Context: an optimization exercise on an open-source flow, tuned for small area and a short achievable clock period. The choices shown serve that exercise and are no tape-out recipe. In this exercise RTL edits were held to simulation tests only and were not proved equivalent to the original. Power and IR drop assume default switching activity.

run A:
// RegisterFile
module RegisterFile(input wire clk,
                    input wire [7:0] A1,
                    input wire [7:0] A2,
                    input wire [7:0] A3,
                    input wire [7:0] WriteData,
                    input wire regWriteEnable,
                    output wire [7:0] RD1,
                    output wire [7:0] RD2);
  reg  [255:0] registers;  
  wire [255:0] next;
  wire [31:0] wen, nwen, sel1, sel2;
  rf_wdec  u_wdec (.a(A3[4:0]), .we(regWriteEnable), .en(wen), .nen(nwen));
  rf_rdec  u_rdec1(.a(A1[4:0]), .sel(sel1));
  rf_rdec  u_rdec2(.a(A2[4:0]), .sel(sel2));
  genvar i, b;
  generate
    for (i = 0; i < 32; i = i + 1) begin : row
      for (b = 0; b < 8; b = b + 1) begin : bt
        rf_hold u_hold(.q(registers[i*8 + b]), .en(wen[i]), .nen(nwen[i]),
                       .wd(WriteData[b]), .d(next[i*8 + b]));
      end
    end
  endgenerate
  always @(posedge clk)
    registers <= next;
  generate
    for (b = 0; b < 8; b = b + 1) begin : rd
      wire [31:0] col;
      for (i = 0; i < 32; i = i + 1) begin : c
        assign col[i] = registers[i*8 + b];
      end
      rf_rmux u_rmux1(.d(col), .sel(sel1), .y(RD1[b]));
      rf_rmux u_rmux2(.d(col), .sel(sel2), .y(RD2[b]));
    end
  endgenerate
endmodule
Size: ~260 flip-flops, roughly 50 I/O pins, about 0.011 mm² of cells after synthesis.
clock: 3.5 ns
lec_check: 0
cap_margin: 20
core_margin: 2
core_utilization: 40
gpl_timing_driven: 0
setup_slack_margin: 0.8
slew_margin: 20
synth_hierarchical: 1
standard.sh (not shown) runs the stock make flow with config.mk's settings and CLKGATE_MAP_FILE= SYNTH_SCRIPT=/design/flow/synth_recipe.tcl, a recipe that flattens the netlist after the stock synthesis.
==> flow/flow/run.sh <==
#!/bin/bash
# Standard layout, with plain buffers (not delay cells) on the ports.
set -euo pipefail
export BUFFER_PORTS_ARGS="-buffer_cell sky130_fd_sc_hd__buf_2"
bash standard.sh > flow_standard.log 2>&1
Run A has completed all stages; timing, DRC and antenna checks passed.
Inputs modified between run A and run B:
==> flow/flow/run.sh <==
#!/bin/bash
# Standard layout, with plain buffers (not delay cells) on the ports and a clock tree of
# small buffers without dummy loads.
set -euo pipefail
export BUFFER_PORTS_ARGS="-buffer_cell sky130_fd_sc_hd__buf_2"
export CTS_ARGS="-sink_clustering_enable -repair_clock_nets -dont_use_dummy_load -buf_list {sky130_fd_sc_hd__clkbuf_4 sky130_fd_sc_hd__clkbuf_8} -sink_clustering_size 16 -sink_clustering_max_diameter 60"
bash standard.sh > flow_standard.log 2>&1
==> run summary <==
Going from run A to run B, first-pass GRT wire length shrank by a few percent. Between run B and run A, it is run B whose number of buffers other than clock buffers in the final layout is lower, by about 23%. Relative to run A, the number of standard cells in the layout, taps in and fillers out measured on run B has decreased by a few percent. Looking at area growth from synthesis to layout, run B sits 9.9 points lower than run A does. Run B vs. run A: power attributed to combinational cells went down by about 4%.
diff inputs: run B => run C
- putting PLACE_DENSITY at 0.8 where nothing was set
==> flow/flow/run.sh <==
#!/bin/bash
# Standard layout, with plain buffers (not delay cells) on the ports and a clock tree of
# small buffers without dummy loads.
set -euo pipefail
export BUFFER_PORTS_ARGS="-buffer_cell sky130_fd_sc_hd__buf_2"
export CTS_ARGS="-sink_clustering_enable -repair_clock_nets -dont_use_dummy_load -buf_list {sky130_fd_sc_hd__clkbuf_8 sky130_fd_sc_hd__clkbuf_16} -sink_clustering_size 24 -sink_clustering_max_diameter 80"
bash standard.sh > flow_standard.log 2>&1
--- outcome ---
A capturing instance or port of the critical path of RD2[5] is what run B shows, while RD2[2] belongs to run C. Run C ended up with a lower transition time at the pin with the least slew margin than run B did. [compare] base=run B new=run C: worst setup slack climbed 0.015 ns, via count climbed 5.1%.
Edits applied to the flow inputs when going from run C to run D:
- clearing PLACE_DENSITY, which used to be 0.8
- clearing SETUP_SLACK_MARGIN, which used to be 0.8
==> flow/run.sh (new file) <==
#!/bin/bash
# synth_recipe.tcl (not shown) runs the flow's synth.tcl, then flattens the netlist and writes it again
# the make line also repeats each setting of config.mk as NAME=value (left out here)
make -C /OpenROAD-flow-scripts/flow DESIGN_CONFIG=/design/flow/config.mk WORK_HOME=/design/flow/orfs CLKGATE_MAP_FILE= SYNTH_SCRIPT=/design/flow/synth_recipe.tcl finish
removed: flow/flow/run.sh
removed: flow/standard.sh
Notes after the runs:
- In run D the implementation ran to completion but is not tape-out ready, as the final checks report negative setup slack.
- Relative to run C, the non-clock buffer count of run D is lower by about 12%.
- Compared to run C, run D has worst slew margin relative to its limit 13 points higher.
- Summary of run D over run C: number of placed instances with taps included went up, overall power after layout climbed about 20%, count of clock-buffer cells in the layout picked up an extra 17, worst-skew pair later-pin latency increased by 0.05 ns relative to the old numbers.


The RTL this note starts from:
==> flow/design.v <==
module RegisterFile(input wire clk,
                    input wire [7:0] A1,
                    input wire [7:0] A2,
                    input wire [7:0] A3,
                    input wire [7:0] WriteData,
                    input wire regWriteEnable,
                    output wire [7:0] RD1,
                    output wire [7:0] RD2);
  reg  [255:0] registers;  
  wire [255:0] next;
  wire [31:0] wen, nwen, sel1, sel2;
  rf_wdec  u_wdec (.a(A3[4:0]), .we(regWriteEnable), .en(wen), .nen(nwen));
  rf_rdec  u_rdec1(.a(A1[4:0]), .sel(sel1));
  rf_rdec  u_rdec2(.a(A2[4:0]), .sel(sel2));
  genvar i, b;
  generate
    for (i = 0; i < 32; i = i + 1) begin : row
      for (b = 0; b < 8; b = b + 1) begin : bt
        rf_hold u_hold(.q(registers[i*8 + b]), .en(wen[i]), .nen(nwen[i]),
                       .wd(WriteData[b]), .d(next[i*8 + b]));
      end
    end
  endgenerate
  always @(posedge clk)
    registers <= next;
  generate
    for (b = 0; b < 8; b = b + 1) begin : rd
      wire [31:0] col;
      for (i = 0; i < 32; i = i + 1) begin : c
        assign col[i] = registers[i*8 + b];
      end
      rf_rmux u_rmux1(.d(col), .sel(sel1), .y(RD1[b]));
      rf_rmux u_rmux2(.d(col), .sel(sel2), .y(RD2[b]));
    end
  endgenerate
endmodule
module rf_hold(input wire q, input wire en, input wire nen, input wire wd, output wire d);
  assign d = (q & nen) | (wd & en);
endmodule
module rf_wdec(input wire [4:0] a, input wire we, output wire [31:0] en, output wire [31:0] nen);
  wire [4:0] an;
  wire [3:0] pl;   
  wire [7:0] ph;   
  genvar i;
  generate
    for (i = 0; i < 5; i = i + 1) begin : n
      rf_inv u(.a(a[i]), .y(an[i]));
    end
    for (i = 0; i < 4; i = i + 1) begin : l
      rf_nand3 u(.a(we), .b(i[1] ? a[1] : an[1]), .c(i[0] ? a[0] : an[0]), .y(pl[i]));
    end
    for (i = 0; i < 8; i = i + 1) begin : h
      rf_nand3 u(.a(i[2] ? a[4] : an[4]), .b(i[1] ? a[3] : an[3]), .c(i[0] ? a[2] : an[2]), .y(ph[i]));
    end
    for (i = 0; i < 32; i = i + 1) begin : d
      rf_nor2 u(.a(pl[i % 4]), .b(ph[i / 4]), .y(en[i]));
      rf_inv  v(.a(en[i]), .y(nen[i]));
    end
  endgenerate
endmodule
module rf_rdec(input wire [4:0] a, output wire [31:0] sel);
  wire [4:0] an;
  wire [3:0] pl;   
  wire [7:0] ph;   
  genvar i;
  generate
    for (i = 0; i < 5; i = i + 1) begin : n
      rf_inv u(.a(a[i]), .y(an[i]));
    end
    for (i = 0; i < 4; i = i + 1) begin : l
      rf_nand2 u(.a(i[1] ? a[1] : an[1]), .b(i[0] ? a[0] : an[0]), .y(pl[i]));
    end
    for (i = 0; i < 8; i = i + 1) begin : h
      rf_nand3 u(.a(i[2] ? a[4] : an[4]), .b(i[1] ? a[3] : an[3]), .c(i[0] ? a[2] : an[2]), .y(ph[i]));
    end
    for (i = 0; i < 32; i = i + 1) begin : d
      rf_nor2 u(.a(pl[i % 4]), .b(ph[i / 4]), .y(sel[i]));
    end
  endgenerate
endmodule
module rf_inv(input wire a, output wire y);
  assign y = ~a;
endmodule
module rf_nand2(input wire a, input wire b, output wire y);
  assign y = ~(a & b);
endmodule
module rf_nor2(input wire a, input wire b, output wire y);
  assign y = ~(a | b);
endmodule
module rf_grp8(input wire [7:0] d, input wire [7:0] sel, output wire y);
  wire [3:0] p;   
  genvar k;
  generate
    for (k = 0; k < 4; k = k + 1) begin : g
      assign p[k] = ~((d[2*k] & sel[2*k]) | (d[2*k+1] & sel[2*k+1]));
    end
  endgenerate
  assign y = ~(&p);
endmodule
module rf_rmux(input wire [31:0] d, input wire [31:0] sel, output wire y);
  wire [3:0] q;   
  wire [1:0] r;   
  genvar k;
  generate
    for (k = 0; k < 4; k = k + 1) begin : h
      rf_grp8 u(.d(d[8*k +: 8]), .sel(sel[8*k +: 8]), .y(q[k]));
    end
    for (k = 0; k < 2; k = k + 1) begin : m
      rf_nor2 u(.a(q[2*k]), .b(q[2*k+1]), .y(r[k]));
    end
  endgenerate
  rf_nand2 u_o(.a(r[0]), .b(r[1]), .y(y));
endmodule
module rf_nand3(input wire a, input wire b, input wire c, output wire y);
  assign y = ~(a & b & c);
endmodule
clock: 3.5 ns
lec_check: 0
cap_margin: 20
core_margin: 2
core_utilization: 40
gpl_timing_driven: 0
setup_slack_margin: 0.8
slew_margin: 20
synth_hierarchical: 1
==> flow/flow/run.sh <==
#!/bin/bash
# Standard layout, with plain buffers (not delay cells) on the ports and a clock tree of
# small buffers without dummy loads.
set -euo pipefail
export BUFFER_PORTS_ARGS="-buffer_cell sky130_fd_sc_hd__buf_2"
export CTS_ARGS="-sink_clustering_enable -repair_clock_nets -dont_use_dummy_load -buf_list {sky130_fd_sc_hd__clkbuf_4 sky130_fd_sc_hd__clkbuf_8}"
bash standard.sh > flow_standard.log 2>&1
Then changed:
==> flow/run.sh (new file) <==
#!/bin/bash
# synth_recipe.tcl (not shown) runs the flow's synth.tcl, then flattens the netlist and writes it again
# the make line also repeats each setting of config.mk as NAME=value (left out here)
make -C /OpenROAD-flow-scripts/flow DESIGN_CONFIG=/design/flow/config.mk WORK_HOME=/design/flow/orfs CLKGATE_MAP_FILE= SYNTH_SCRIPT=/design/flow/synth_recipe.tcl finish
removed: flow/flow/run.sh
removed: flow/standard.sh
Result:
- The new run ran to the end with no violations
- non-clock buffer count grows by 14
- critical path depth is unchanged
- utilization grows by 4.7 points
- clock skew does not change
Then changed:
==> flow/flow/run.sh (new file) <==
#!/bin/bash
# Standard layout, with plain buffers (not delay cells) on the ports.
set -euo pipefail
export BUFFER_PORTS_ARGS="-buffer_cell sky130_fd_sc_hd__buf_2"
bash standard.sh > flow_standard.log 2>&1
==> flow/standard.sh (new file) <==
#!/bin/bash
# synth_recipe.tcl (not shown) runs the flow's synth.tcl, then flattens the netlist and writes it again
# the make line also repeats each setting of config.mk as NAME=value (left out here)
make -C /OpenROAD-flow-scripts/flow DESIGN_CONFIG=/design/flow/config.mk WORK_HOME=/design/flow/orfs CLKGATE_MAP_FILE= SYNTH_SCRIPT=/design/flow/synth_recipe.tcl "${@:-finish}"
- SETUP_SLACK_MARGIN: 0.8 -> 1.1
removed: flow/run.sh
The new run completed without violations; worst hold slack got worse by 0.011 ns; cell count went down by 0.66%; core utilization drops by 1.9 points; design area came out lower by 3.5%; clock skew does not change; routed wire length drops by 1.3%; area after synthesis does not change; total power came out lower by 4.8%; setup slack improved by 0.012 ns.
Then changed:
==> flow/flow/run.sh (replaced) <==
#!/bin/bash
# Standard layout, with plain buffers (not delay cells) on the ports and a clock tree of
# small buffers without dummy loads.
set -euo pipefail
export BUFFER_PORTS_ARGS="-buffer_cell sky130_fd_sc_hd__buf_2"
export CTS_ARGS="-sink_clustering_enable -repair_clock_nets -dont_use_dummy_load -buf_list {sky130_fd_sc_hd__clkbuf_4 sky130_fd_sc_hd__clkbuf_8}"
bash standard.sh > flow_standard.log 2>&1
- CORE_UTILIZATION: 40 -> 55
- SETUP_SLACK_MARGIN: 1.1 -> 0.8
Result: The changed run finished with timing, DRC and antenna clean. Combinational power stays flat. Register-to-register slack gets worse by 0.02 ns. Cell count shrinks by 7.0%. Die area shrinks by 27%. Synthesized area does not change. Total power shrinks by 7.8%. Non-clock buffer count shrinks by 1. Maximum frequency shrinks by 1.5%.
Then changed:
==> flow/flow/run.sh (replaced) <==
#!/bin/bash
# Standard layout, with plain buffers (not delay cells) on the ports and a clock tree of
# small buffers without dummy loads.
set -euo pipefail
export BUFFER_PORTS_ARGS="-buffer_cell sky130_fd_sc_hd__buf_2"
export CTS_ARGS="-sink_clustering_enable -repair_clock_nets -dont_use_dummy_load -buf_list {sky130_fd_sc_hd__clkbuf_8 sky130_fd_sc_hd__clkbuf_16} -sink_clustering_size 24 -sink_clustering_max_diameter 80"
bash standard.sh > flow_standard.log 2>&1
- CORE_UTILIZATION: 55 -> 40
Result:
- sequential cell count stays the same
- critical path depth shrinks by 1
- maximum frequency drops by 2.3%
- final cell count came out higher by 4.5%
- register-to-register slack is better by 0.04 ns
- routed wire length grows by 0.31%
- worst setup slack gets worse by 0.070 ns
- first-iteration DRC count shrinks by 16%
Then changed:
==> flow/flow/run.sh (replaced) <==
#!/bin/bash
# Standard layout, with plain buffers (not delay cells) on the ports and a clock tree of
# small buffers without dummy loads.
set -euo pipefail
export BUFFER_PORTS_ARGS="-buffer_cell sky130_fd_sc_hd__buf_2"
export CTS_ARGS="-sink_clustering_enable -repair_clock_nets -dont_use_dummy_load -buf_list {sky130_fd_sc_hd__clkbuf_4 sky130_fd_sc_hd__clkbuf_8} -sink_clustering_size 16 -sink_clustering_max_diameter 60"
bash standard.sh > flow_standard.log 2>&1
- SETUP_SLACK_MARGIN: 0.8 -> 0.6
Result: The changed run produced a clean layout. Cell area is about the same. Hold slack stays flat. Power shrinks by 2.7%. Die area stays the same. Clock skew is unchanged. Clock power shrinks by about 10%. Register-to-register slack is about the same. Setup slack is better by 0.017 ns. Fmax grows by 0.57%. Synthesized area is unchanged. Combinational power is about the same.

## re-timing with driven ports
In the flow no input, the clock included, has a driving cell. The finished layouts below were timed again as built, in two steps. Step 1: set_driving_cell puts a clkbuf_16 on clk and a buf_2 on each other input, an assumption about the parent block. Step 2 moves the port delays by t, midway between the first and last clock arrival at a register: inputs arrive t later, outputs are due t later. That takes back most of the time a late clock gives input paths. a / b / c = ideal ports / drivers / drivers and shift; a / b = the first two.
| run | shift t [ns] | slack for setup (ns) | worst hold slack (ns) | latest minus earliest clock arrival (ns) | pins driven straight from the clock port |
|---|---|---|---|---|---|
| run A | 0.586 | 0.533 / 0.470 / 0.470 | 0.509 / 0.509 / 0.509 | 0.012 / 0.012 | 1 |
| run B | 0.588 | 0.448 / 0.423 / 0.423 | 0.518 / 0.518 / 0.518 | 0.060 / 0.060 | 1 |
| run C | 0.544 | 0.463 / 0.350 / 0.350 | 0.524 / 0.524 / 0.524 | 0.025 / 0.025 | 1 |
| run D | 0.589 | -0.012 / -0.036 / -0.036 | 0.515 / 0.515 / 0.515 | 0.009 / 0.009 | 1 |
| the first run of note 2 | 0.584 | 0.412 / 0.387 / 0.387 | 0.511 / 0.511 / 0.511 | 0.021 / 0.022 | 1 |
| the second run of note 2 | 0.593 | 0.528 / 0.461 / 0.174 | 0.519 / 0.519 / 0.519 | 0.012 / 0.012 | 1 |
| the third run of note 2 | 0.587 | 0.540 / 0.475 / 0.475 | 0.508 / 0.508 / 0.508 | 0.014 / 0.014 | 1 |
| the fourth run of note 2 | 0.585 | 0.495 / 0.428 / 0.428 | 0.508 / 0.508 / 0.508 | 0.039 / 0.039 | 1 |
| the fifth run of note 2 | 0.532 | 0.426 / 0.401 / 0.401 | 0.517 / 0.517 / 0.517 | 0.053 / 0.054 | 1 |
| the sixth run of note 2 | 0.590 | 0.443 / 0.418 / 0.418 | 0.518 / 0.518 / 0.518 | 0.058 / 0.059 | 1 |
The setup slack of the second run of note 2, which loses most, moves by -0.067 ns with the drivers and by -0.354 ns with both steps.
